Context: an optimization exercise on an open-source flow, tuned for small area. The choices shown serve that exercise and are no tape-out recipe.
In this exercise RTL edits were held to simulation tests only and were not proved equivalent to the original.
The clock input has no modelled driver; a real chip could not lean on it and would need a root buffer or a full tree.
Power and IR drop assume default switching activity.

P:
// baseline_c5gx
module baseline_c5gx(
      input              CLOCK_50_B7A,
      input              CPU_RESET_n,
      output      [6:0]  HEX0,
      output      [6:0]  HEX1,
      output      [6:0]  HEX2,
      output      [6:0]  HEX3,
      input       [3:0]  KEY,
      output      [7:0]  LEDG,
      output      [9:0]  LEDR,
      input       [9:0]  SW
);
clock: 20.0 ns
lec_check: 0
cap_margin: 20
core_margin: 2
core_utilization: 70
slew_margin: 20
standard.sh (not shown) runs the stock make flow with config.mk's settings and CLKGATE_MAP_FILE= SYNTH_SCRIPT=/design/flow/synth_recipe.tcl, a recipe that flattens the netlist after the stock synthesis.
==> flow/flow/run.sh <==
#!/bin/bash
# Standard synthesis; then the combinational gates re-optimised by ABC with a
# stronger script (flip-flops untouched), in rounds of several deepsyn seeds,
# the smallest result kept; then the standard layout from floorplan on,
# with buf_1 port buffers and one level of clock buffers (prects.tcl).
set -euo pipefail
W=$PWD
F=$W/flow
R=$W/orfs/results/$FLOW_PLATFORM/baseline_c5gx/base
YOSYS=$(command -v yosys || echo /OpenROAD-flow-scripts/tools/install/yosys/bin/yosys)

export BUFFER_PORTS_ARGS="-buffer_cell sky130_fd_sc_hd__buf_1"
export PRE_CTS_TCL=$F/prects.tcl
export ROOT_CLKBUF=
export LEAF_CLKBUF=sky130_fd_sc_hd__clkbuf_8
export LEAF_GROUPS=3

bash standard.sh synth > $W/std_synth.log 2>&1

cp $R/1_2_yosys.v $W/std_netlist.v
printf 'set_driving_cell sky130_fd_sc_hd__buf_1\nset_load 5\n' > $W/abc.constr
PERIOD_PS=$(python3 -c "print(int(float('$FLOW_PERIOD_NS')*1000))")
export RS_LIB=$FLOW_HOME/platforms/$FLOW_PLATFORM/lib/sky130_fd_sc_hd__tt_025C_1v80.lib
export RS_TOP=$FLOW_TOP RS_IN=$W/std_netlist.v RS_CONSTR=$W/abc.constr RS_PERIOD_PS=$PERIOD_PS
export YOSYS W F
# Round 1 starts from the standard netlist with seeds 1-8; each later round
# starts from the best netlist so far with seeds 1-4; the smallest is kept.
pick() {
  python3 - "$@" <<'PY'
import re, sys, os
best = None
for v in sys.argv[1:]:
    p = v + ".stat"
    if not (os.path.exists(p) and os.path.exists(v)): continue
    m = re.search(r"Chip area for module .*?: ([\d.]+)", open(p).read())
    if m and (best is None or float(m.group(1)) < best[0]): best = (float(m.group(1)), v)
print(best[1])
PY
}
IN=$W/std_netlist.v
BEST=
: > $W/resynth_choice.log
for round in 1 2 3; do
  if [ $round = 1 ]; then SEEDS="1 2 3 4 5 6 7 8"; else SEEDS="1 2 3 4"; fi
  for s in $SEEDS; do
    printf 'strash\n&get -n\n&deepsyn -I 4 -J 200 -S %s\n&dch -f\n&nf -R 1000 -p -F 10 -A 5 -a\n&put\ntopo\ndnsize -c\n' $s > $W/abc_r${round}_s$s.script
  done
  export IN round
  echo $SEEDS | tr ' ' '\n' | xargs -P ${NUM_CORES:-4} -I{} bash -c \
    'RS_IN=$IN RS_SCRIPT=$W/abc_r${round}_s{}.script RS_OUT=$W/resynth_r${round}_s{}.v $YOSYS -c $F/resynth.tcl > $W/resynth_r${round}_s{}.log 2>&1 || true'
  BEST=$(pick $BEST $W/resynth_r${round}_s*.v)
  IN=$BEST
  echo "round $round: best so far $BEST" >> $W/resynth_choice.log
done
grep -H "Chip area" $W/resynth_r*.v.stat >> $W/resynth_choice.log || true

cp $BEST $R/1_2_yosys.v
rm -f $R/1_synth.odb $R/1_synth.sdc
bash standard.sh > $W/std_layout.log 2>&1
Other scripts of this flow, unchanged in this note and not shown: flow/flow/prects.tcl, flow/flow/resynth.tcl
Relative to P, the following input files were edited for Q:
--- a/flow/design.v
+++ b/flow/design.v
@@ -135,40 +135,32 @@
 		seg[1] = !((!n[0] & !n[1]) | (n[0] & n[1] & !n[3]) | (!n[2]));
 		seg[2] = (n[1] & n[3]) | (!n[0] & n[1] & !n[2]);
 		seg[3] = (!n[0] & !n[1] & n[2]) | (n[0] & !n[1] & !n[2] & !n[3]) | (n[0] & n[1] & n[2]);
 		seg[4] = (!n[1] & n[2]) | (n[0]);
 		seg[5] = (n[1] & !n[2]) | (n[0] & !n[2] & !n[3]) | (n[0] & n[1]);
 		seg[6] = (!n[1] & !n[2] & !n[3]) | (n[0] & n[1] & n[2]);
 	end
 	endfunction
-	function [6:0] bcd60(input [5:0] v);
+	wire [5:0] x  = dsp_sec ? t_s : t_m;
+	function [3:0] add3(input [3:0] v);
 	begin
-		bcd60[0] = (v[0]);
-		bcd60[1] = !((v[1] & v[3] & !v[4] & !v[5]) | (v[1] & !v[2] & !v[3] & v[4]) | (!v[1] & !v[2] & v[3] & !v[5]) | (v[2] & v[3] & v[4]) | (!v[1] & !v[2] & !v[4] & !v[5]) | (v[1] & v[4] & v[5]) | (!v[1] & v[3] & !v[4] & v[5]) | (v[1] & !v[3] & v[5]) | (!v[2] & !v[3] & v[4] & v[5]) | (!v[1] & v[2] & !v[3] & !v[5]));
-		bcd60[2] = !((v[1] & v[2] & !v[3] & !v[4] & v[5]) | (!v[1] & !v[3] & v[4] & v[5]) | (v[1] & !v[2] & !v[3] & v[4]) | (!v[1] & v[2] & v[3] & !v[5]) | (v[2] & v[4] & !v[5]) | (!v[1] & !v[2] & !v[4]) | (v[1] & !v[2] & v[3] & v[5]) | (!v[2] & !v[4] & !v[5]));
-		bcd60[3] = (v[1] & v[2] & !v[3] & !v[4] & v[5]) | (!v[1] & v[2] & v[3] & v[4]) | (v[1] & v[3] & v[4] & v[5]) | (v[1] & !v[2] & !v[3] & v[4] & !v[5]) | (!v[1] & !v[2] & !v[3] & v[4] & v[5]) | (!v[1] & !v[2] & v[3] & !v[4] & !v[5]);
-		bcd60[4] = !((!v[1] & v[2] & v[3] & v[4]) | (!v[3] & !v[4] & !v[5]) | (!v[1] & !v[2] & !v[3] & v[4] & v[5]) | (!v[1] & !v[2] & v[3] & !v[4]) | (v[3] & !v[4] & v[5]) | (v[2] & !v[3] & !v[5]) | (!v[2] & v[3] & v[4] & !v[5]));
-		bcd60[5] = (v[2] & v[4] & !v[5]) | (!v[3] & !v[4] & v[5]) | (v[3] & v[4] & !v[5]);
-		bcd60[6] = !((!v[5]) | (!v[3] & !v[4]));
+		add3[0] = (v[0] & !v[2] & !v[3]) | (!v[0] & v[3]) | (!v[0] & v[1] & v[2]);
+		add3[1] = (v[1] & !v[2]) | (!v[0] & v[3]) | (v[0] & v[1]);
+		add3[2] = (!v[0] & !v[1] & v[2]) | (v[0] & v[3]);
+		add3[3] = (v[3]) | (v[0] & v[2]) | (v[1] & v[2]);
 	end
 	endfunction
-	function [5:0] bcd24(input [4:0] v);
-	begin
-		bcd24[0] = (v[0]);
-		bcd24[1] = !((v[1] & !v[2] & v[4]) | (v[1] & v[3]) | (!v[1] & v[2] & !v[3]) | (!v[1] & !v[2] & !v[4]));
-		bcd24[2] = !((v[2] & v[4]) | (v[1] & !v[2]) | (!v[1] & v[3]) | (!v[2] & !v[4]));
-		bcd24[3] = !((!v[1] & !v[3]) | (v[2]) | (v[1] & !v[4]));
-		bcd24[4] = (v[1] & v[3]) | (!v[2] & v[4]) | (v[2] & v[3]);
-		bcd24[5] = (v[2] & v[4]);
-	end
-	endfunction
-	wire [5:0] x  = dsp_sec ? t_s : t_m;
-	wire [6:0] xb = bcd60(x);
-	wire [5:0] hb = bcd24(t_h);
+	wire [3:0] xs1 = add3({1'b0, x[5:3]});
+	wire [3:0] xs2 = add3({xs1[2:0], x[2]});
+	wire [3:0] xs3 = add3({xs2[2:0], x[1]});
+	wire [6:0] xb = {xs1[3], xs2[3], xs3[3], xs3[2:0], x[0]};
+	wire [3:0] hs1 = add3({1'b0, t_h[4:2]});
+	wire [3:0] hs2 = add3({hs1[2:0], t_h[1]});
+	wire [5:0] hb = {hs1[3], hs2[3], hs2[2:0], t_h[0]};
 	wire [3:0] n3 = dsp_mode == 2'b00 ? (dsp_sec ? 4'd0 : {2'b00, hb[5:4]}) :
 	                dsp_mode == 2'b10 ? d3 : 4'hf;
 	wire [3:0] n2 = dsp_mode == 2'b00 ? (dsp_sec ? 4'd0 : hb[3:0]) :
 	                dsp_mode == 2'b10 ? d2 : 4'hf;
 	wire [3:0] n1 = !dsp_mode[1] ? {1'b0, xb[6:4]} : dsp_mode[0] ? 4'hf : d1;
 	wire [3:0] n0 = !dsp_mode[1] ? xb[3:0] : dsp_mode[0] ? 4'hf : d0;
 	assign HEX3 = seg(n3);
 	assign HEX2 = seg(n2);
[summary]
DRC violations left: Q vs P identical
When the final numbers for P and Q were put side by side, the standard cell core area turned out to be smaller in P.
Between P and Q, the difference in instance count after placement with tap cells included is negligible.
| final standard cell utilization of the core | Q vs P | 0.39 points lower |
The critical path startpoint comes out SW[2] in one run and SW[1] in the other, namely in Q and P respectively.
met3 wire length of Q falls short of that of P by a little under 10%.
Summary: cell area, Q worse than P
Q vs P: peak fanout along the critical path up in Q
Detailed-routing wirelength on met1, P and Q, lower one = P.
Share of total power in the clock network ends up higher on P.
Q and P ended up with roughly the same sequential cell count.
Looking at total power across P and Q, the one that comes out lower is P.
Status: sequential share of layout area parity (P, Q)
Synthesis-to-layout area growth down 0.27 points in Q wrt P
No run of this note takes its clock network from TritonCTS; it comes from the design's own scripts or RTL.

[re-timing with driven ports]
No port has a modelled driver above. Below, the same layouts with a new extraction and two added sets of constraints.
Step 1 (the two cells are an assumption about what drives the block):
set clk [get_ports {CLOCK_50_B7A}]
set_driving_cell -lib_cell sky130_fd_sc_hd__clkbuf_16 $clk
set_driving_cell -lib_cell sky130_fd_sc_hd__buf_2 [delete_from_list [all_inputs] $clk]
Step 2 moves the port delays by t, midway between the first and last clock arrival at a register: inputs arrive t later, outputs are due t later. That takes back most of the time a late clock gives input paths.
Slacks: ideal / step 1 / step 2; pairs: ideal / step 1.
| run | t, ns | slack for setup (ns) | worst setup path at the end | worst slew at a driven data input, ns |
|---|---|---|---|---|
| P | 0.195 | 11.696 / 11.674 / 11.674 | input to output | 0.06 |
| Q | 0.195 | 11.684 / 11.662 / 11.662 | input to output | 0.06 |
After both steps every run listed still meets setup and hold.
